What follows belongs to an exercise in optimizing a design on an open flow for small area, a short achievable clock period and few clock cycles; a production flow would make more cautious choices.
RTL that was checked went through simulation tests only; none was proved equivalent to the original.
Power is estimated from default activity; no workload was simulated.

==> flow/design.v (excerpt) <==
module Main(
    input clk,
    input rst,
    input ld_en,
    input [4:0] ld_addr,
    input [13:0] ld_data,
    output reg [13:0] Outp,
    output reg out_valid,
    output reg halted
    );
Size: about 1700 cells after synthesis, roughly 560 flip-flops, roughly 23000 um2 of cells after synthesis.
clock: 7.0 ns
lec_check: 0
cap_margin: 20
core_margin: 2
core_utilization: 70
setup_slack_margin: 4.6
slew_margin: 20
standard.sh (not shown) runs the stock make flow with config.mk's settings and CLKGATE_MAP_FILE= SYNTH_SCRIPT=/design/flow/synth_recipe.tcl, a recipe that flattens the netlist after the stock synthesis.
==> flow/flow/run.sh <==
#!/bin/bash
# The standard layout, with plain buffers on the ports (the platform's default
# picks a delay cell), sizing not held to each cell's footprint, and a clock
# tree without dummy balancing loads.
set -euo pipefail
bash standard.sh \
  BUFFER_PORTS_ARGS="-buffer_cell sky130_fd_sc_hd__buf_4" \
  MATCH_CELL_FOOTPRINT=0 \
  CTS_ARGS="-sink_clustering_enable -repair_clock_nets -dont_use_dummy_load -sink_clustering_size 24 -sink_clustering_max_diameter 90" \
  finish > standard_flow.log 2>&1
The starting point produced a clean layout.
Next try:
Settings changed: SETUP_SLACK_MARGIN 4.6 to 4.35.
What happened: Clock power is about the same. Register-to-register slack is worse by 0.20 ns. Global-route usage goes down by 0.73 points. Worst setup slack got worse by 0.20 ns. Die area is unchanged. Via count drops by about 3.5%. Utilization falls by 3.3 points. Critical path depth decreases by 1. Synthesized cell count is unchanged. Sequential power barely changes. Maximum frequency shrinks by 7.4%.
Function was not checked in any run of this note: the RTL went through the layout flow alone.


Another version of the RTL of Main (not shown whole).
Size in the first run: roughly 550 flip-flops, about 23000 um2 of cells after synthesis.
## Main
module Main(
    input clk,
    input rst,
    input ld_en,
    input [4:0] ld_addr,
    input [13:0] ld_data,
    output reg [13:0] Outp,
    output reg out_valid,
    output reg halted
    );
    function [3:0] dec2;
        input [1:0] x;
        dec2 = 4'b0001 << x;
    endfunction
    function [13:0] rd16;
        input [223:0] w;
        input [3:0] lo;
        input [3:0] hi;
        integer g, k;
        reg [13:0] q;
        begin
            rd16 = 14'd0;
            for (g = 0; g < 4; g = g + 1) begin
                q = 14'd0;
                for (k = 0; k < 4; k = k + 1)
                    q = q | (w[(4*g+k)*14 +: 14] & {14{lo[k]}});
                rd16 = rd16 | (q & {14{hi[g]}});
            end
        end
    endfunction
    reg [13:0] prog [1:15];
    reg [13:0] data [0:15];
    reg [1:0]  op;
    reg [3:0]  alo, ahi, blo, bhi, clo, chi;
    reg [3:0]  flo, fhi;  
    reg        fin;      
    reg        pend;     
    reg        xv;       
    reg [3:0]  xlo, xhi;
    reg [13:0] xa, xb;
    reg        xc;
    reg        wv;       
    reg        pv;       
    reg [3:0]  wlo, whi;
    reg [13:0] wr;
    wire active = !rst && !fin;
    wire is_out = (op == 2'b11);
    wire is_mov = (op == 2'b10);
    wire is_sub = (op == 2'b01);
    wire last   = flo[0] && fhi[0];
    wire [13:0] xres = xa + xb + {13'd0, xc};
    integer i;
    reg [223:0] dflat, pflat;
    always @(*) begin
        for (i = 0; i < 16; i = i + 1)
            dflat[i*14 +: 14] = data[i];
        pflat[13:0] = 14'd0;
        for (i = 1; i < 16; i = i + 1)
            pflat[i*14 +: 14] = prog[i];
    end
    wire [13:0] ma = rd16(dflat, alo, ahi);
    wire [13:0] mb = rd16(dflat, blo, bhi);
    wire [13:0] mf = rd16(pflat, flo, fhi);
    wire xfa = xv && (xlo & alo) != 4'd0 && (xhi & ahi) != 4'd0;
    wire xfb = xv && (xlo & blo) != 4'd0 && (xhi & bhi) != 4'd0;
    wire wfa = wv && (wlo & alo) != 4'd0 && (whi & ahi) != 4'd0;
  ...
export LEC_CHECK = 0
export CAP_MARGIN = 20
export CORE_MARGIN = 2
export CORE_UTILIZATION = 55
export SETUP_SLACK_MARGIN = 4.5
export SLEW_MARGIN = 20
create_clock -name core_clock -period 7.0 [get_ports {clk}]
Scripts as last shown in full above: flow/flow/run.sh
Testbench counts at the start, summed over its fixed seeds: cycles 57,899.
==> next run, changes <==
--- a/flow/flow/run.sh
+++ b/flow/flow/run.sh
@@ -7,4 +7,4 @@
   BUFFER_PORTS_ARGS="-buffer_cell sky130_fd_sc_hd__buf_4" \
   MATCH_CELL_FOOTPRINT=0 \
-  CTS_ARGS="-sink_clustering_enable -repair_clock_nets -dont_use_dummy_load -sink_clustering_size 24 -sink_clustering_max_diameter 90" \
+  CTS_ARGS="-sink_clustering_enable -repair_clock_nets -dont_use_dummy_load -sink_clustering_size 32 -sink_clustering_max_diameter 70" \
   finish > standard_flow.log 2>&1
Outcome: Die area is unchanged. First-iteration DRC count came out lower by 1.6%. Core utilization came out higher by 0.39 points. Synthesized area stays the same. Fmax came out lower by 2.2%.
==> next run, changes <==
--- a/flow/flow/run.sh
+++ b/flow/flow/run.sh
@@ -7,4 +7,4 @@
   BUFFER_PORTS_ARGS="-buffer_cell sky130_fd_sc_hd__buf_4" \
   MATCH_CELL_FOOTPRINT=0 \
-  CTS_ARGS="-sink_clustering_enable -repair_clock_nets -dont_use_dummy_load -sink_clustering_size 32 -sink_clustering_max_diameter 70" \
+  CTS_ARGS="-sink_clustering_enable -repair_clock_nets -dont_use_dummy_load -sink_clustering_size 24 -sink_clustering_max_diameter 90" \
   finish > standard_flow.log 2>&1
- CORE_UTILIZATION: 55 -> 70
=> Routed wire length shrinks by about 9%; worst setup slack improved by 0.033 ns; critical path depth rose by 2; die area is lower by about 20%; sequential cell count does not change; power drops by 5.0%; combinational power came out lower by about 4%; register-to-register slack gets better by 0.03 ns; via count increases by 1.6%; area after synthesis does not change; final cell count went down by 4.7%.

[re-timing with driven ports]
The flow's constraints put no driver on any port. The routed layouts listed below were extracted and timed again, unchanged, in two steps. Step 1, drivers: a clkbuf_16 drives clk and a buf_2 each remaining input, both assumed. Step 2 moves the port delays by t, midway between the first and last clock arrival at a register: inputs arrive t later, outputs are due t later. That takes back most of the time a late clock gives input paths. Slacks: ideal / step 1 / step 2; pairs: ideal / step 1.
run	t, ns	setup WS [ns]	clock arrival spread, ns
the first run of note 1	0.624	4.469 / 4.469 / 4.103	0.052 / 0.052
the second run of note 1	0.619	4.266 / 4.266 / 3.964	0.049 / 0.049
the first run of note 2	0.646	4.520 / 4.468 / 3.976	0.047 / 0.048
the second run of note 2	0.626	4.463 / 4.463 / 4.071	0.056 / 0.056
the third run of note 2	0.628	4.496 / 4.481 / 4.026	0.040 / 0.040
After both steps setup and hold are still met in every run listed. The setup slack of the first run of note 2, which loses most, moves by -0.052 ns with the drivers and by -0.544 ns with both steps.
